What follows belongs to an exercise in optimizing a design on an open flow for small area, a short achievable clock period and few clock cycles; a production flow would make more cautious choices. At most, simulation tests tie the RTL to the original design; equivalence was not proved. Power figures rest on the tool's default switching activity, not on a simulated workload.

Setup of violet:
==> flow/design.v <==
module algo_3_final (
    input  wire        clk,
    input  wire        reset,       
    input  wire        trigger,     
    input  wire        pix_valid,
    input  wire [7:0]  pix_data,
    output wire        pix_ready,
    input  wire [10:0] data_ram_i,
    output wire [10:0] data_ram_o,
    output wire [10:0] addr_ram,
    output wire        we,
    input  wire [13:0] data_ram_energia_i,
    output wire [13:0] data_ram_energia_o,
    output wire [10:0] addr_ram_energia,
    input  wire [5:0]  data_ram_cantidad_i,
    output wire [5:0]  data_ram_cantidad_o,
    output wire [10:0] addr_ram_cantidad,
    output wire        fin_signal
);
  localparam integer PIXELS  = 7081;
  localparam integer RING    = 99;     
  localparam integer DLY     = 92;     
  function [6:0] step7(input [6:0] x);
    step7 = {x[5:0], x[6] ^ x[5]};
  endfunction
  function gt11(input [10:0] a, input [10:0] b);
    reg [15:0] g0, l0;
    reg [7:0]  g1, l1;
    reg [3:0]  g2, l2;
    reg [1:0]  g3, l3;
    integer k;
    begin
      g0 = {5'd0, a} & ~{5'd0, b};
      l0 = ~{5'd0, a} & {5'd0, b};
      for (k = 0; k < 8; k = k + 1) begin
        g1[k] = g0[2*k+1] | (~l0[2*k+1] & g0[2*k]);
        l1[k] = l0[2*k+1] | (~g0[2*k+1] & l0[2*k]);
      end
      for (k = 0; k < 4; k = k + 1) begin
        g2[k] = g1[2*k+1] | (~l1[2*k+1] & g1[2*k]);
        l2[k] = l1[2*k+1] | (~g1[2*k+1] & l1[2*k]);
      end
      for (k = 0; k < 2; k = k + 1) begin
        g3[k] = g2[2*k+1] | (~l2[2*k+1] & g2[2*k]);
        l3[k] = l2[2*k+1] | (~g2[2*k+1] & l2[2*k]);
      end
      gt11 = g3[1] | (~l3[1] & g3[0]);
    end
  endfunction
  function [6:0] after7(input integer n);
    integer k;
    begin
      after7 = 7'd1;
      for (k = 0; k < n; k = k + 1) after7 = step7(after7);
    end
  endfunction
  localparam [6:0]  COL95  = after7(94);         
  localparam [6:0]  COL96  = after7(95);
  localparam [6:0]  COL97  = after7(96);
  localparam [6:0]  RINGE  = after7(RING - 1);   
  localparam [6:0]  WPTRE  = after7(DLY - 1);    
  localparam [6:0]  ROWL   = after7(PIXELS / 97 - 1);   
  reg  restart;
  always @(posedge clk) restart <= !reset || trigger;
  reg        fin, rdy, we_r;
  reg [6:0]  row;         
  reg        last1;       
  reg        done;        
  reg [7:0]  vb;          
  reg        vb_valid;
  reg [1:0]  st;          
  reg        fwr;         
  reg        clr;         
  reg [10:0] a_e;
  reg [13:0] d_e;
  reg [5:0]  d_c;
  reg [10:0] label_r;     
  reg [10:0] lab2;        
  reg        lab1z, lab2z;
  reg [10:0] R1;          
  reg        R1z;
  reg [10:0] PP;          
  reg        PPz;
  reg [10:0] M3;          
  reg        M3z;
  reg [10:0] q0, q1, q2;  
  reg        q0z, q1z, q2z;
  reg [3:0]  qn;          
  reg        cap, cap_ok;
  reg [6:0]  wptr;        
  reg        filled;
  reg [6:0]  col;         
  reg        mL;          
  reg        mURn;        
  reg [6:0]  ring;        
  reg        i1;          
  reg [10:0] nxt;         
  reg        wrapped;
  reg [11:0] cf;          
  assign pix_ready           = rdy && !restart;
  assign we                  = we_r;
  assign fin_signal          = fin && !restart;
  assign data_ram_o          = label_r;
  assign addr_ram            = {4'd0, wptr & {7{fwr}}};    
  assign addr_ram_energia    = a_e;
  assign addr_ram_cantidad   = a_e;
  assign data_ram_energia_o  = d_e;
  assign data_ram_cantidad_o = d_c;
  wire accept = pix_valid && rdy;    
  reg  can;               
  wire proc   = vb_valid && can;
  wire        vnz   = |vb;
  wire [10:0] lft   = i1 ? lab2 : label_r;
  wire        gt1   = gt11(label_r, M3);
  wire        gt2   = gt11(lab2, M3);
  wire        gt    = !mL && (i1 ? gt2 : gt1);
  wire        lftz  = mL | (i1 ? lab2z : lab1z);
  wire        allz  = lftz & M3z;
  wire        selmx = vnz & !allz;
  wire        selnx = vnz & allz;
  wire [10:0] lab   = (selmx & gt) ? lft :
                      selmx ? M3 : (selnx ? nxt : 11'd0);
  wire        labz  = !vnz | (allz & (nxt == 11'd0));
  wire        op_new = vnz & allz & !wrapped;
  wire        op_rmw = vnz & !labz & !op_new;
  wire        p_new  = proc & op_new;
  wire        p_rmw  = proc & op_rmw;
  wire        alloc  = proc & vnz & allz;
  wire [10:0] sm  = mURn ? 11'd0 : q0;
  wire        smz = mURn | q0z;
  wire [10:0] m3n = gt11(sm, PP) ? sm : PP;
  wire        m3z = PPz & smz;
  wire [10:0] r1m = mURn ? 11'd0 : R1;
  wire        r1mz = mURn | R1z;
  wire [10:0] ppn = gt11(q0, r1m) ? q0 : r1m;
  wire        ppz = r1mz & q0z;
  wire [10:0] din  = cap_ok ? data_ram_i : 11'd0;
  wire        dinz = (din == 11'd0);
  wire        eqr   = (cf == {1'b0, nxt});
  wire [1:0]  st_n  = p_rmw ? 2'd1 : (st == 2'd1) ? 2'd2 : (st == 2'd2) ? 2'd3 : 2'd0;
  wire        cfinc = clr | (alloc & eqr);
  wire [11:0] cf_p1 = cf + 12'd1;
  wire [11:0] cf_n  = cfinc ? cf_p1 : cf;
  wire        cfd_n = cf[11] | (&cf[10:0] & cfinc);    
  wire        fin_n = fin | (done && can && cfd_n);
  wire        we_n  = !fin_n && (st_n != 2'd1);
  wire        lab_n = p_new | p_rmw;              
  wire        lbr_n = (st == 2'd2);               
  wire        fwr_n = (proc & !op_rmw) | (st == 2'd1);
  wire        vbv_n = accept | (vb_valid & !proc);
  wire        last1_n = last1 | (proc && row == ROWL && col == COL96);
  wire        done_n  = done | (proc && last1);
  wire        open_n  = !(done_n || (last1_n && vbv_n));
  wire        clr_n = we_n & !lab_n & !lbr_n & (st_n != 2'd2) & !cfd_n;
  always @(posedge clk) begin
    if (restart) begin
      fin <= 1'b0; rdy <= 1'b1;
      row <= 7'd1; last1 <= 1'b0; done <= 1'b0;
      vb_valid <= 1'b0;
      st <= 2'd0; fwr <= 1'b0; clr <= 1'b0;
      R1 <= 11'd0; R1z <= 1'b1; PP <= 11'd0; PPz <= 1'b1; M3 <= 11'd0; M3z <= 1'b1;
      q0 <= 11'd0; q1 <= 11'd0; q2 <= 11'd0; q0z <= 1'b1; q1z <= 1'b1; q2z <= 1'b1;
      qn <= 4'b1000; cap <= 1'b0; can <= 1'b1;
      wptr <= 7'd1; filled <= 1'b0;
      col <= 7'd1; mL <= 1'b1; mURn <= 1'b0;
      ring <= 7'd1; i1 <= 1'b1;
      nxt <= 11'd1; wrapped <= 1'b0; cf <= 12'd1;
    end else begin
      vb_valid <= vbv_n;
      last1    <= last1_n;
      done     <= done_n;
      rdy      <= open_n && (!vbv_n || st_n == 2'd0 || st_n == 2'd3);
      fin      <= fin_n;
      st       <= st_n;
      cf       <= cf_n;
      clr      <= clr_n;
      fwr <= fwr_n;
      if (fwr) begin
        if (wptr == WPTRE) begin wptr <= 7'd1; filled <= 1'b1; end
        else wptr <= step7(wptr);
      end
      cap <= fwr;
      can <= (st_n == 2'd0) || (st_n == 2'd3);
      if (cap && !proc) qn <= {qn[2:0], 1'b0};
      if (proc && !cap) qn <= {1'b0, qn[3:1]};
      if (proc) begin
        q0 <= q1; q0z <= q1z;
        q1 <= q2; q1z <= q2z;
      end
      if (cap) begin
        if (proc ? qn[1] : qn[0]) begin q0 <= din; q0z <= dinz; end
        if (proc ? qn[2] : qn[1]) begin q1 <= din; q1z <= dinz; end
        if (proc ? qn[3] : qn[2]) begin q2 <= din; q2z <= dinz; end
      end
      if (proc) begin
        R1 <= q0; R1z <= q0z;
        PP <= ppn; PPz <= ppz;
        M3 <= m3n; M3z <= m3z;
        col  <= (col == COL97) ? 7'd1 : step7(col);
        if (col == COL97) row <= step7(row);
        mL   <= (col == COL97);
        mURn <= (col == COL95);
        ring <= (ring == RINGE) ? 7'd1 : step7(ring);
        i1   <= (ring == RINGE);
        if (alloc) begin
          nxt <= nxt + 11'd1;
          if (nxt == 11'd2047) wrapped <= 1'b1;
        end
      end
    end
  end
  always @(posedge clk) begin
    if (accept) vb <= pix_data;
    we_r   <= we_n;
    cap_ok <= filled;
    a_e    <= lab_n ? lab : (lbr_n ? label_r : cf_n[10:0]);
    if (lab_n) begin
      d_e <= {6'd0, vb};
      d_c <= 6'd1;
    end else if (st == 2'd2) begin
      d_e <= data_ram_energia_i + d_e;
      d_c <= data_ram_cantidad_i + 6'd1;
    end else if (st != 2'd1) begin
      d_e <= 14'd0;
      d_c <= 6'd0;
    end
    if (proc) begin
      label_r <= lab; lab1z <= labz;
      lab2 <= label_r; lab2z <= lab1z;
    end
  end
endmodule
clock: 5.5 ns
lec_check: 0
abc_area: 1
cap_margin: 20
core_margin: 2
core_utilization: 40
setup_slack_margin: 3.15
slew_margin: 20
run.sh (not shown) runs the stock make flow with config.mk's settings and CLKGATE_MAP_FILE= SYNTH_SCRIPT=/design/flow/synth_recipe.tcl, a recipe that flattens the netlist after the stock synthesis.
Testbench counts of violet, summed over its fixed seeds: cycles 173,018.
--- input diff violet..amber ---
--- a/flow/design.v
+++ b/flow/design.v
@@ -143,5 +143,5 @@
   wire [11:0] cf_n  = cfinc ? cf_p1 : cf;
   wire        cfd_n = cf[11] | (&cf[10:0] & cfinc);    
-  wire        fin_n = fin | (done && can && cfd_n);
+  wire        fin_n = fin | (done && (st == 2'd0 || st == 2'd3) && cfd_n);
   wire        we_n  = !fin_n && (st_n != 2'd1);
   wire        lab_n = p_new | p_rmw;              
@@ -149,4 +149,6 @@
   wire        fwr_n = (proc & !op_rmw) | (st == 2'd1);
   wire        vbv_n = accept | (vb_valid & !proc);
+  wire        vbz_n = accept ? (pix_data == 8'd0) : (vb == 8'd0);
+  wire        can_n = (st_n == 2'd0) || (st_n == 2'd3) || (st_n == 2'd2 && vbz_n);
   wire        last1_n = last1 | (proc && row == ROWL && col == COL96);
   wire        done_n  = done | (proc && last1);
@@ -170,5 +172,5 @@
       last1    <= last1_n;
       done     <= done_n;
-      rdy      <= open_n && (!vbv_n || st_n == 2'd0 || st_n == 2'd3);
+      rdy      <= open_n && (!vbv_n || can_n);
       fin      <= fin_n;
       st       <= st_n;
@@ -181,5 +183,5 @@
       end
       cap <= fwr;
-      can <= (st_n == 2'd0) || (st_n == 2'd3);
+      can <= can_n;
       if (cap && !proc) qn <= {qn[2:0], 1'b0};
       if (proc && !cap) qn <= {1'b0, qn[3:1]};
==> run notes <==
No stage failed in amber, and the final checks on the layout all came back clean.
Between violet and amber, area after synthesis decreased.
The run showing the smaller simple-gate share of the synthesized area is violet.
Re global-route track usage on met1: amber is 1.2 points down on violet.
Die area for amber: about 0.45% down relative to violet
Taking violet as the reference, in amber standby leakage power increased by 1.5% relative to the old numbers; final wirelength climbed 550 um; setup slack of the critical path after layout held.
Only the layout flow was run in amber; the RTL was not checked for function there.

[afterwards: timing with drivers on the ports]
The results above use ideal ports. As a check the final layouts listed here were re-extracted and re-timed, cells and wires unchanged.
Step 1 assumes that a clkbuf_16 drives the clock port and a buf_2 every other input.
Step 2 moves the port delays by t, midway between the first and last clock arrival at a register: inputs arrive t later, outputs are due t later. That takes back most of the time a late clock gives input paths.
a / b / c = ideal ports / drivers / drivers and shift; a / b = the first two.
run | t (ns) | slack for setup (ns) | worst hold slack (ns) | worst setup path after step 2
violet | 0.562 | 3.159 / 3.110 / 2.727 | 0.402 / 0.402 / 0.402 | input to register
amber | 0.568 | 3.158 / 3.111 / 2.667 | 0.402 / 0.402 / 0.402 | input to register
After both steps every run listed still meets setup and hold. For amber, which loses most, drivers alone change the setup slack by -0.047 ns; drivers and shift together by -0.491 ns.
